This is an optimization exercise on Yosys and OpenROAD, whose aim is a short achievable clock period and few clock cycles, not a production implementation. Only simulation tests tie the RTL to the original design; equivalence was not proved. Power is estimated from default activity; no workload was simulated.

===== flow/config.mk =====
export PLATFORM = sky130hd
export DESIGN_NAME = cpu
export DESIGN_NICKNAME = cpu
export VERILOG_FILES = /design/flow/design.v
export SDC_FILE = /design/flow/constraint.sdc
export NUM_CORES = 4
export LEC_CHECK = 0
export CAP_MARGIN = 20
export CORE_MARGIN = 2
export CORE_UTILIZATION = 40
export PLACE_DENSITY = 0.6
export SETUP_SLACK_MARGIN = 0.3
export SLEW_MARGIN = 20

===== flow/constraint.sdc =====
create_clock -name core_clock -period 17.0 [get_ports {clk}]
set_input_delay 3.4000 -clock core_clock [delete_from_list [all_inputs] [get_ports {clk}]]
set_output_delay 3.4000 -clock core_clock [all_outputs]
set_load 0.01 [all_outputs]

===== flow/design.v =====
module dff(q, d, wen, clk, rst);
    output         q;  
    input          d;  
    input 	   wen;  
    input          clk;  
    input          rst;  
    reg            state;
    assign q = state;
    always @(posedge clk) begin
      state <= rst ? 1'b0 : (wen ? d : state);
    end
endmodule
module BitCell(clk, rst, D, WriteEnable, ReadEnable1, ReadEnable2, Bitline1, Bitline2);
	input clk;
	input rst;
	input D;
	input WriteEnable;
	input ReadEnable1;
	input ReadEnable2;
	output Bitline1;
	output Bitline2;
	wire q;
	dff flipflop(.q(q), .d(D), .wen(WriteEnable), .clk(clk), .rst(rst));
	assign Bitline1 = ReadEnable1 ? 1'b0 : q;
	assign Bitline2 = ReadEnable2 ? 1'b0 : q;
endmodule
module Register(clk, rst, D, WriteReg, ReadEnable1, ReadEnable2, Bitline1, Bitline2);
	input clk;
	input rst;
	input [15:0] D;
	input WriteReg;
	input ReadEnable1;
	input ReadEnable2;
	output [15:0] Bitline1;
	output [15:0] Bitline2;
	BitCell bitcells[15:0] (.clk(clk), .rst(rst), .D(D), .WriteEnable(WriteReg),
		.ReadEnable1(ReadEnable1), .ReadEnable2(ReadEnable2), .Bitline1(Bitline1), .Bitline2(Bitline2));
endmodule
module Shifter (Shift_Out, Shift_In, Shift_Val, Mode);
	input[15:0] Shift_In;
	input[3:0] Shift_Val;
	input Mode;  
	output[15:0] Shift_Out;
		wire [15:0] shift8 = Shift_In >> 8;
	wire [15:0] bit3 = Shift_Val[3] ? (Mode ? {{8{shift8[7]}}, shift8[7:0]} : (Shift_In << 8)) : Shift_In;
		wire [15:0] shift4 = bit3 >> 4;
	wire [15:0] bit2 = Shift_Val[2] ? (Mode ? {{4{shift4[11]}}, shift4[11:0]} : (bit3 << 4)) : bit3;
		wire [15:0] shift2 = bit2 >> 2;
	wire [15:0] bit1 = Shift_Val[1] ? (Mode ? {{2{shift2[13]}}, shift2[13:0]} : (bit2 << 2)) : bit2;
		wire [15:0] shift1 = bit1 >> 1;
	wire [15:0] bit0 = Shift_Val[0] ? (Mode ? {shift1[14], shift1[14:0]} : (bit1 << 1)) : bit1;
	assign Shift_Out = bit0;
endmodule
module ReadDecoder_4_16(RegId, Wordline);
	input [3:0] RegId;
	output [15:0] Wordline;
	wire [15:0] shiftOut;
	Shifter shifter(.Shift_Out(shiftOut), .Shift_Val(RegId), .Shift_In(16'b1), .Mode(1'b0));
	assign Wordline = ~shiftOut;
endmodule
module WriteDecoder_4_16(RegId, WriteReg, Wordline);
	input [3:0] RegId;
	input WriteReg;
	output [15:0] Wordline;
	wire [15:0] shiftOut;
	Shifter shifter(.Shift_Out(shiftOut), .Shift_Val(RegId), .Shift_In(16'b1), .Mode(1'b0));
	assign Wordline = WriteReg ? shiftOut : 0;
endmodule
module RegisterFile(clk, rst, SrcReg1,  SrcReg2, DstReg, WriteReg, DstData, SrcData1, SrcData2);
	input clk;
	input rst;
	input [3:0] SrcReg1;
	input [3:0] SrcReg2;
	input [3:0] DstReg;
	input WriteReg;
	input [15:0] DstData;
	output [15:0] SrcData1;
	output [15:0] SrcData2;
	wire [15:0] rdecoded1, rdecoded2, wdecoded;
	wire [255:0] rout1, rout2;
	ReadDecoder_4_16 rdecoder1(.RegId(SrcReg1), .Wordline(rdecoded1));
	ReadDecoder_4_16 rdecoder2(.RegId(SrcReg2), .Wordline(rdecoded2));
	WriteDecoder_4_16 wdecoder(.RegId(DstReg), .WriteReg(WriteReg), .Wordline(wdecoded));
	Register registers[15:0] (.clk(clk), .rst(rst), .D(DstData), .WriteReg(wdecoded),
		.ReadEnable1(rdecoded1), .ReadEnable2(rdecoded2), .Bitline1(rout1), .Bitline2(rout2));
	assign SrcData1 = rout1[15:0] | rout1[31:16] | rout1[47:32] | rout1[63:48] |
		rout1[79:64] | rout1[95:80] | rout1[111:96] | rout1[127:112] |
		rout1[143:128] | rout1[159:144] | rout1[175:160] | rout1[191:176] |
		rout1[207:192] | rout1[223:208] | rout1[239:224] | rout1[255:240];
	assign SrcData2 = rout2[15:0] | rout2[31:16] | rout2[47:32] | rout2[63:48] |
		rout2[79:64] | rout2[95:80] | rout2[111:96] | rout2[127:112] |
		rout2[143:128] | rout2[159:144] | rout2[175:160] | rout2[191:176] |
		rout2[207:192] | rout2[223:208] | rout2[239:224] | rout2[255:240];
endmodule
module cla_4bit(
    input [3:0] a,
    input [3:0] b,
    input cin,
    input sub,
    input sat,
    output signed [3:0] sum,
    output cout
);
    wire [3:0] g, p, b_xor_sub;
    wire [4:0] c;
    wire [3:0] result;
    assign b_xor_sub = sub ? ~b : b;
    assign g = a & b_xor_sub;
    assign p = a ^ b_xor_sub;
    assign c[0] = cin | sub;
    assign c[1] = g[0] | (p[0] & c[0]);
    assign c[2] = g[1] | (p[1] & c[1]);
    assign c[3] = g[2] | (p[2] & c[2]);
    assign c[4] = g[3] | (p[3] & c[3]);
    assign result = p ^ c[3:0];
    assign cout = c[4];
    assign  sum = (sat) ? ((result[3]) ?  ((~a[3] & ~b[3]) ? 4'b0111 : result) : ((a[3] & b[3]) ? 4'b1000 : result)) : result;
endmodule
module cla_16bit(
    input [15:0] a,
    input [15:0] b,
    input sub,
    output signed [15:0] sum,
    output cout,
    output N,
    output Z,
    output V
);
    wire [15:0] g, p, b_xor_sub;
    wire [16:0] c;
    wire [15:0] result; 
    assign b_xor_sub = sub ? ~b : b;
    assign g = a & b_xor_sub;
    assign p = a ^ b_xor_sub;
    assign c[0] = sub;
    assign c[1] = g[0] | (p[0] & c[0]);
    assign c[2] = g[1] | (p[1] & c[1]);
    assign c[3] = g[2] | (p[2] & c[2]);
    assign c[4] = g[3] | (p[3] & c[3]);
    assign c[5] = g[4] | (p[4] & c[4]);
    assign c[6] = g[5] | (p[5] & c[5]);
    assign c[7] = g[6] | (p[6] & c[6]);
    assign c[8] = g[7] | (p[7] & c[7]);
    assign c[9] = g[8] | (p[8] & c[8]);
    assign c[10] = g[9] | (p[9] & c[9]);
    assign c[11] = g[10] | (p[10] & c[10]);
    assign c[12] = g[11] | (p[11] & c[11]);
    assign c[13] = g[12] | (p[12] & c[12]);
    assign c[14] = g[13] | (p[13] & c[13]);
    assign c[15] = g[14] | (p[14] & c[14]);
    assign c[16] = g[15] | (p[15] & c[15]);
    assign result = p ^ c[15:0];
    assign cout = c[16];
    assign sum = result[15] ? ((~a[15] & ~b_xor_sub[15]) ? 16'h7FFF : result)
        : ((a[15] & b_xor_sub[15]) ? 16'h8000 : result);
    assign V = result[15] ? (~a[15] & ~b_xor_sub[15]) : (a[15] & b_xor_sub[15]);
    assign N = sum[15];
    assign Z = (sum == 0);
    assign cout = c[16];
endmodule
module RED(
    input [15:0] A,
    input [15:0] B,
    output [15:0] Out
);
wire [8:0] upper, lower;
wire [11:0] upper_ext, lower_ext;
wire [12:0] final_out;
wire u0_cout, l0_cout, f0_cout, f1_cout;
cla_4bit cla_u0(.a(A[11:8]), .b(B[11:8]), .cin(1'b0), .sub(1'b0), .sat(1'b0), .sum(upper[3:0]), .cout(u0_cout));
cla_4bit cla_u1(.a(A[15:12]), .b(B[15:12]), .cin(u0_cout), .sub(1'b0), .sat(1'b0), .sum(upper[7:4]), .cout(upper[8]));
cla_4bit cla_l0(.a(A[3:0]), .b(B[3:0]), .cin(1'b0), .sub(1'b0), .sat(1'b0), .sum(lower[3:0]), .cout(l0_cout));
cla_4bit cla_l1(.a(A[7:4]), .b(B[7:4]), .cin(l0_cout), .sub(1'b0), .sat(1'b0), .sum(lower[7:4]), .cout(lower[8]));
assign upper_ext = {{3{upper[8]}}, upper};
assign lower_ext = {{3{lower[8]}}, lower};
cla_4bit cla_f0(.a(upper_ext[3:0]), .b(lower_ext[3:0]), .cin(1'b0), .sub(1'b0), .sat(1'b0), .sum(final_out[3:0]), .cout(f0_cout));
cla_4bit cla_f1(.a(upper_ext[7:4]), .b(lower_ext[7:4]), .cin(f0_cout), .sub(1'b0), .sat(1'b0), .sum(final_out[7:4]), .cout(f1_cout));
cla_4bit cla_f2(.a(upper_ext[11:8]), .b(lower_ext[11:8]), .cin(f1_cout), .sub(1'b0), .sat(1'b0), .sum(final_out[11:8]), .cout(final_out[12]));
assign Out = {{3{final_out[12]}}, final_out};
endmodule
module PADDSB(
    input [15:0] regT,
    input [15:0] regS,
    output [15:0] regD
);
wire [3:0] first, second, third, fourth;
wire ovfl1, ovfl2, ovfl3, ovfl4;
cla_4bit cla1(.a(regT[15:12]), .b(regS[15:12]), .sum(first), .cin(1'b0), .sub(1'b0), .cout(ovfl1), .sat(1'b1));
cla_4bit cla2(.a(regT[11:8]), .b(regS[11:8]), .sum(second), .cin(1'b0), .sub(1'b0), .cout(ovfl2), .sat(1'b1));
cla_4bit cla3(.a(regT[7:4]), .b(regS[7:4]), .sum(third), .cin(1'b0), .sub(1'b0), .cout(ovfl3), .sat(1'b1));
cla_4bit cla4(.a(regT[3:0]), .b(regS[3:0]), .sum(fourth), .cin(1'b0), .sub(1'b0), .cout(ovfl4), .sat(1'b1));
assign regD = {first, second, third, fourth};
endmodule
module RightRot(
    input [15:0] RR_In, 
    input [3:0] RR_Amt,
    output [15:0] RR_Out
);
wire [15:0] RR_1 = RR_Amt[0] ? {RR_In[0], RR_In[15:1]} : RR_In;
wire [15:0] RR_2 = RR_Amt[1] ? {RR_1[1:0], RR_1[15:2]} : RR_1;
wire [15:0] RR_3 = RR_Amt[2] ? {RR_2[3:0], RR_2[15:4]} : RR_2;
wire [15:0] RR_4 = RR_Amt[3] ? {RR_3[7:0], RR_3[15:8]} : RR_3;
assign RR_Out = RR_4;
endmodule
module Mem_Instr(
    input [15:0] baseReg, 
    input signed [3:0] offset,
    output [15:0] addr_out
);
    wire [15:0] regHold = baseReg & 16'hFFFE;
    wire [15:0] signExtended = ({{12{offset[3]}}, offset} << 1);
    cla_16bit cla(
        .a(regHold), 
        .b(signExtended), 
        .sub(1'b0), 
        .sum(addr_out), 
        .cout(), 
        .N(),
        .Z(),
        .V()
    );
endmodule
module ALU (clk, rst, ALU_Out, ALU_In1, ALU_In2, Opcode, N_Flag, Z_Flag, V_Flag);
    input [15:0] ALU_In1, ALU_In2;
    input [3:0] Opcode;
    input clk, rst;
    output reg [15:0] ALU_Out;
    output N_Flag, Z_Flag, V_Flag;
    wire [15:0] sum;
    wire ovfl;
    wire [15:0] shift_output;
    wire N_In, Z_In, V_In, Z_Out;
    reg Z;
    reg [2:0] NZV_wen;
    wire [15:0] RR_output;
    wire [15:0] Mem_output;
    wire [15:0] pas_output;
    wire [15:0] RED_output;
    RED reduction(.A(ALU_In1),.B(ALU_In2),.Out(RED_output));
    cla_16bit cla(.a(ALU_In1), .b(ALU_In2), .sub(Opcode[0]), .sum(sum), .cout(), .N(N_In), .Z(Z_Out), .V(V_In));
    Shifter shift(.Shift_In(ALU_In1), .Shift_Val(ALU_In2[3:0]), .Shift_Out(shift_output), .Mode(Opcode[0]));
    RightRot rr(.RR_In(ALU_In1), .RR_Amt(ALU_In2[3:0]), .RR_Out(RR_output));
    PADDSB pas(.regT(ALU_In1), .regS(ALU_In2), .regD(pas_output));
    dff N_dff(.q(N_Flag), .d(N_In), .wen(NZV_wen[2]), .clk(clk), .rst(rst));
    dff Z_dff(.q(Z_Flag), .d(Z_In), .wen(NZV_wen[1]), .clk(clk), .rst(rst));
    dff V_dff(.q(V_Flag), .d(V_In), .wen(NZV_wen[0]), .clk(clk), .rst(rst));
    Mem_Instr mem(.baseReg(ALU_In1), .offset(ALU_In2[3:0]), .addr_out(Mem_output));
    assign Z_In = (Opcode[3:1] == 3'b000) ? Z_Out : Z;
    always @* case (Opcode)
        4'b0000: begin  
            ALU_Out = sum;
            NZV_wen = 3'b111;
        end
        4'b0001: begin  
            ALU_Out = sum;
            NZV_wen = 3'b111;
        end
        4'b0010: begin  
            ALU_Out = ALU_In1 ^ ALU_In2;
            NZV_wen = 3'b010;
        end
        4'b0011: begin  
            ALU_Out = RED_output;
            NZV_wen = 3'b000;
        end
        4'b0100: begin  
            ALU_Out = shift_output;
            NZV_wen = 3'b010;
        end
        4'b0101: begin  
            ALU_Out = shift_output;
            NZV_wen = 3'b010;
        end
        4'b0110: begin  
            ALU_Out = RR_output;
            NZV_wen = 3'b010;
        end
        4'b0111: begin  
            ALU_Out = pas_output;
            NZV_wen = 3'b000;
        end
        4'b1000: begin  
            ALU_Out = Mem_output;
            NZV_wen = 3'b000;
        end
        4'b1001: begin  
            ALU_Out = Mem_output;
            NZV_wen = 3'b000;
        end
        4'b1010: begin  
            ALU_Out = ((ALU_In1 & 16'hFF00) | {8'd0, ALU_In2[7:0]});
            NZV_wen = 3'b000;
        end
        4'b1011: begin  
            ALU_Out = ((ALU_In1 & 16'h00FF) | {ALU_In2[7:0], 8'd0});
            NZV_wen = 3'b000;
        end
        4'b1100: begin  
            ALU_Out = 16'h0000;
            NZV_wen = 3'b000;
        end
        4'b1101: begin  
            ALU_Out = 16'h0000;
            NZV_wen = 3'b000;
        end
        4'b1110: begin  
            ALU_Out = 16'h0000;
            NZV_wen = 3'b000;
        end
        4'b1111: begin  
            ALU_Out = 16'h0000;
            NZV_wen = 3'b000;
        end
        default: begin
            ALU_Out = 16'h0000;
            NZV_wen = 3'b000;
        end
    endcase
    always @* Z = (ALU_Out == 16'd0) ? 1'b1 : 1'b0;
endmodule
module Control(Instruction, RegWrite, ALUSrc, 
    MemWrite, MemtoReg, MemRead, Branch, PCStore, LxB, Br, hlt, sw);
    input [3:0] Instruction;
    output RegWrite, MemWrite, MemtoReg, MemRead, Branch, ALUSrc, LxB, PCStore, Br, hlt, sw;  
    assign RegWrite = (~Instruction[3] | 
        (Instruction[3] & ~Instruction[2] & ~Instruction[1] & ~Instruction[0]) | 
        (Instruction[3] & ~Instruction[2] & Instruction[1] & ~Instruction[0]) |
        (Instruction[3] & ~Instruction[2] & Instruction[1] & Instruction[0]) | 
        (Instruction[3] & Instruction[2] & Instruction[1] & ~Instruction[0]));
    assign MemWrite = (Instruction[3] & ~Instruction[2] & ~Instruction[1] & Instruction[0]);
    assign sw = (Instruction[3] & ~Instruction[2] & ~Instruction[1] & Instruction[0]);
    assign MemRead = (Instruction[3] & ~Instruction[2] & ~Instruction[1] & ~Instruction[0]);
    assign MemtoReg = (Instruction[3] & ~Instruction[2] & ~Instruction[1] & ~Instruction[0]);
    assign Branch = (Instruction[3] & Instruction[2] & ~Instruction[1]);
    assign ALUSrc = ((~Instruction[3] & Instruction[2] & ~Instruction[1])|
        (~Instruction[3] & Instruction[2] & Instruction[1] & ~Instruction[0])|
        (Instruction[3]));
    assign LxB = (Instruction[3] & ~Instruction[2] & Instruction[1]);
    assign PCStore = (Instruction[3] & Instruction[2]);
    assign Br = Instruction[0];
    assign hlt = &Instruction;
endmodule
module PC_Updater(clk, rst, AddrSrc, InAddrReg, InAddrImm, branch, cond, Z, N, V, hlt, OutAddr, PCSOut);
	input clk, rst, branch, Z, N, V, AddrSrc, hlt;  
	input [2:0] cond;
	input [15:0] InAddrImm, InAddrReg;
	output [15:0] OutAddr, PCSOut;
	wire [15:0] pcOut, pcPlus2, shiftOut, pcBranchImm, newPc;
	reg isBranching;
	Register pc(.clk(clk), .rst(rst), .D(newPc), .WriteReg(1'b1), .ReadEnable1(1'b0), .ReadEnable2(1'b1), .Bitline1(pcOut), .Bitline2());
	cla_16bit plus2(.a(pcOut), .b(16'd2), .sub(1'b0), .sum(pcPlus2), .cout(), .N(), .Z(), .V());
	cla_16bit branchAdd(.a(pcPlus2), .b(shiftOut), .sub(1'b0), .sum(pcBranchImm), .cout(), .N(), .Z(), .V());
	Shifter ls1(.Shift_Out(shiftOut), .Shift_In(InAddrImm), .Shift_Val(4'd1), .Mode(1'b0));
	assign newPc = hlt ? pcOut : (isBranching ? (AddrSrc ? InAddrReg : pcBranchImm) : pcPlus2);
	assign OutAddr = pcOut;
	assign PCSOut = pcPlus2;
	always @* case(cond)
		3'b000: begin  
			isBranching = ~Z ? branch : 1'b0;
		end
		3'b001: begin  
			isBranching = Z ? branch : 1'b0;
		end
		3'b010: begin  
			isBranching = (Z == 1'b0 && N == 1'b0) ? branch : 1'b0;
		end
		3'b011: begin  
			isBranching = N ? branch : 1'b0;
		end
		3'b100: begin  
			isBranching = (Z | (~Z & ~N)) ? branch : 1'b0;
		end
		3'b101: begin  
			isBranching = (N | Z) ? branch : 1'b0;
		end
		3'b110: begin  
			isBranching = V ? branch : 1'b0;
		end
		3'b111: begin  
			isBranching = branch;
		end
		default: begin
			isBranching = 1'b0;
		end
	endcase
endmodule
module cpu(clk, rst_n, hlt, pc, instr, dmem_addr, dmem_wdata, dmem_re, dmem_we, dmem_rdata);
	input clk, rst_n;
	output hlt;
	output [15:0] pc;
	input [15:0] instr;           
	output [15:0] dmem_addr;      
	output [15:0] dmem_wdata;     
	output dmem_re;               
	output dmem_we;               
	input [15:0] dmem_rdata;      
	wire [15:0] pcAddr, PCSOut, wb, dstData, srcData1, srcData2, signExtImm, ALU_In2, ALU_Out, memOut;
	wire [3:0] srcReg1, srcReg2;
	wire RegWrite, ALUSrc, MemWrite, MemtoReg, MemRead, Branch, PCStore, LxB, Br, N, Z, V, hlt, enable, sw;
	PC_Updater PCU(.clk(clk), .rst(~rst_n), .AddrSrc(Br), .InAddrReg(srcData1), .InAddrImm(signExtImm), .branch(Branch), .cond(instr[11:9]), .Z(Z), .N(N), .V(V), .hlt(hlt), .OutAddr(pcAddr), .PCSOut(PCSOut));
	assign pc = pcAddr;
	assign srcReg1 = LxB ? instr[11:8] : instr[7:4];
	assign dstData = PCStore ? PCSOut : wb;
	assign srcReg2 = sw ? instr[11:8] : instr[3:0];
	RegisterFile registerFile(.clk(clk), .rst(~rst_n), .SrcReg1(srcReg1), .SrcReg2(srcReg2), .DstReg(instr[11:8]), .WriteReg(RegWrite), .DstData(dstData), .SrcData1(srcData1), .SrcData2(srcData2));
	Control control(.Instruction(instr[15:12]), .RegWrite(RegWrite), .ALUSrc(ALUSrc), .MemWrite(MemWrite), .MemtoReg(MemtoReg), .MemRead(MemRead), .Branch(Branch), .PCStore(PCStore), .LxB(LxB), .Br(Br), .hlt(hlt), .sw(sw));
	assign signExtImm = {{7{instr[8]}}, instr[8:0]};
	assign ALU_In2 = ALUSrc ? signExtImm: srcData2;
	ALU alu(.clk(clk), .rst(~rst_n), .ALU_Out(ALU_Out), .ALU_In1(srcData1), .ALU_In2(ALU_In2), .Opcode(instr[15:12]), .N_Flag(N), .Z_Flag(Z), .V_Flag(V));
	assign enable = MemRead | MemWrite;
	assign dmem_addr = ALU_Out;
	assign dmem_wdata = srcData2;
	assign dmem_re = enable & ~MemWrite;
	assign dmem_we = MemWrite & rst_n;
	assign memOut = dmem_rdata;
	assign wb = MemtoReg ? memOut : ALU_Out;
endmodule

===== flow/run.sh =====
#!/bin/bash
# synth_recipe.tcl (not shown) runs the flow's synth.tcl, then flattens the netlist and writes it again
# the make line also repeats each setting of config.mk as NAME=value (left out here)
make -C /OpenROAD-flow-scripts/flow DESIGN_CONFIG=/design/flow/config.mk WORK_HOME=/design/flow/orfs CLKGATE_MAP_FILE= SYNTH_SCRIPT=/design/flow/synth_recipe.tcl finish

==> impl_results.md <==
* Die ar. at 0.05878 sq mm
* Synth top area share at 24.21%
* Clk latency of the worst-skew pair at 620 ps
* Worst endpoint required time at 13600 ps
* Worst setup margin at 415.9 ps
* Initial antenna violation count at 2
* Clk sinks at 275
* Fin area at 0.02687 sq mm
* Internal Dissipation at 1.303 mW
* Synth cell count leaders: dfxtp_1 (275), nor2_1 (270), o21ai_0 (233), nand2_1 (232), a21oi_1 (202)
* Min Hold Slack at 496.8 ps
* Post-CTS Hold Buffers at 0
* First-pass GRT wire length at 189400 microns
* Vias in the first global route at 24.87k
* Area delta synth->final at 18.17%
* Leakage dissipation at 10.26 nW
* Synth area leaders: dfxtp_1 (24%), fa_1 (6.3%), o21ai_0 (5.1%)
* Psw at 0.7748 mW
* Syn Std Cell Area at 0.02274 sq mm
* Syn nets at 3062
* WP data arrival at 13180 ps
* Cts bufs inserted at 31
* Placed cell count at 3707
* Max incr delay on CP at 510 ps
* Kind of start point of the critical path: primary input
* Hold Crit Class: reg2reg
* Synth area leader: dfxtp_1
* Remaining antenna violation count at 0
* Core ar. at 0.05628 sq mm
* Final Instance Count excl. Fillers at 3778
* Finish-stage setup viols at 0
* H-tree levels at 1
* DR vias at 26.80k
* Synth async-reset ratio at 0%
* Placer Congestion at 1.074
* I/O pins at 85
* Detailed Routing Iterations Pass 1 at 7
* WP buf/inv at 9
* Avg Inst Size Synth at 7.807 sq um
* Initial Util at 40.41%
* Post-synth EDFFs at 0
* Clock Pin Slew Worst Setup and Hold Paths at 60 ps
* Yosys cell types at 94
* Final hold vios at 0
* Switching Fraction at 37.30%
* Global router's overall resource usage at 44.41%
* Routed WL per cell at 36.07 microns
* # rows at 87
* Drt via density at 7.092
* Die X at 242.4 microns
* RSZ-0062 raised after global routing: yes
* Seq pwr share at 33.2%
* Critical path class: in2out
* Max Freq at 60.30 MHz
* CP delay by family, top: adder cells
* Main synth FF type: dfxtp_1
* Critical-path top delay cell: fa_1
* Final HPWL DP at 102400 microns
* Clock power frac at 34.1%
* Max Root-Sink Buffers at 3
* Power Total at 2.078 mW
* Slew margin rel. at 19.35%
* CTS tree: built
* Share of cells above drive strength 1 at 16.79%
* Fin nets at 3146
* Port-buffer cells at 84
* Worst-margin pin slew at 1205 ps
* Clock Skews at 23.43 ps
* Most frequent cell on the critical path: fa_1
* Initial DRC Count at 4225
* Slew Viols, Final at 0
* Root Buffer: clkbuf_16
* GRT overflow at 0
* Crit-path max FO at 8
* Dpl cell area at 0.02532 sq mm
* Syn Inst Count at 2913
* Period utilization at 97.55%
* Dpl ws at -426.9 ps
* Critical path capture point type: output port
* Die span in y at 242.4 microns
* Comb pwr share at 32.7%
* Seq cells post-synth at 275
* Outcome: no timing/DRC/antenna violations
* Residual DRC at 0
* Max-Cap Viols at 0
* Yosys warnings at 3
* Overall routed net length at 136300 microns
* Power per cell area at 77.30 mW/mm^2
* Pin count of the biggest net entering global routing at 98
* Seq/Total Area, Yosys at 24.21%
* Min cycle time layout at 16580 ps
* Peak supply drop at 89.47 uV
* Count leader, synth: dfxtp_1
-- through the flow --
stage / util, % / TNS, ps
2_1_floorplan: - / 0
3_3_place_gp: 44.97 / -372.5
3_5_place_dp: 45.00 / -563.9
4_1_cts: 47.13 / 0
5_1_grt: 47.74 / 0
6_report: 47.75 / 0
-- worst min-delay path: stages, from the launching register on --
cell	delay (ps)
dfxtp_1	320
nand3_1	60
o21ai_0	60
-- layout make-up --
| type | instances | area [sq um] |
|---|---|---|
| Clock inverter | 16 | 198.9 |
| Antenna cell | 2 | 5.005 |
| Tap cell | 756 | 945.9 |
| Clock buffer | 40 | 839.6 |
| Fill cell | 5610 | 29400 |
| Sequential cell | 275 | 5505 |
| Timing Repair Buffer | 350 | 3052 |
| Multi-Input combinational cell | 2248 | 15980 |
| Inverter | 91 | 346.6 |
-- cells by family (layout without fill, tap and decap cells) --
logic type	Yosys count	count (layout)	synth area share, %
AOI/OAI and AO/OA	1000	1000	30.00
xor gates and xnor gates	19	19	0.7317
adders and majority gates	115	115	8.704
buffers and inverters	390	497	7.653
DFF	275	275	24.21
muxes	165	165	7.554
other	0	2	0
and+or+nand+nor	949	949	21.15
-- cell usage in the layout, fill, tap and decap left out, types with 42 or more instances in the layout --
cell type,n
dfxtp_1,275
nor2_1,260
buf_4,245
nand2_1,231
o21ai_0,219
a21oi_1,197
nand3_1,126
mux2i_1,103
inv_1,83
a211oi_1,80
a22oi_1,76
clkdlybuf4s50_1,64
fa_1,60
mux2_2,47
a22o_1,44
o31ai_1,44
ha_1,43
nand2b_1,42
-- flip-flops by register name, indices dropped and copies added (netlist names) --
register / count
registerFile.registers.bitcells.flipflop.state: 256
PCU.pc.bitcells.flipflop.state: 16
alu.N_dff.state: 1
alu.V_dff.state: 1
alu.Z_dff.state: 1
-- repair_timing --
item | in CTS | in global routing
resized for setup | 35 | 67
pin swaps | 6 | 17
cloned | 1 | 0
buffers inserted | 1 | 11
setup endpoints to repair | 16 | 16
-- power groups by stage --
stage	clock network (mW)	logic (mW)	registers, mW
after floorplan	0	0.355	0.689
after global placement	0	0.636	0.702
after detailed placement	0	0.636	0.702
after CTS	0.708	0.644	0.688
after global routing	0.734	0.705	0.689
final	0.708	0.680	0.690
-- path summary, 6_finish.rpt --
check                                                           to  slack (ps)  cells after the start                               from
worst max-delay path                                 dmem_addr[11]         420                     35                          instr[14]
worst min-delay path                                      register         500                      2                           register
worst max register to register  PCU.pc.bitcells[11].flipflop.state        6310                     42  PCU.pc.bitcells[1].flipflop.state
worst min register to register                            register         500                      2                           register
-- layer usage --
layer  part of all wire (%)  GRT usage (%)  vias up
met4                    8.0          27.25        0
met3                     13          13.20      638
met2                     42          66.88     2203
li1                       -              -    11040
met5                      0              0        -
met1                     37          55.68    12910
Testbench counts, summed over its fixed seeds: cycles 75,954.

==> separate check: timing with driven ports <==
How much do the figures lean on ideal ports? The routed layout below was timed once more, with nothing changed but the port constraints. Step 1, drivers: a clkbuf_16 drives clk and a buf_2 each remaining input, both assumed. Step 2, shift: input delay + t, output delay - t, t = (earliest + latest rising clock arrival at the registers) / 2. This alone moves slack from input paths to output paths. a / b / c = ideal / step 1 / step 2; a / b = the first two.
t, ns: 0.669
setup slack, ns: 0.416 / 0.390 / 0.390
worst hold slack (ns): 0.497 / 0.497 / 0.497
clock arrival spread, ns: 0.023 / 0.024
cell pins on the clock port's net: 1
After both steps this run still meets setup and hold. For this run, drivers alone change the setup slack by -0.026 ns; drivers and shift together by -0.026 ns.
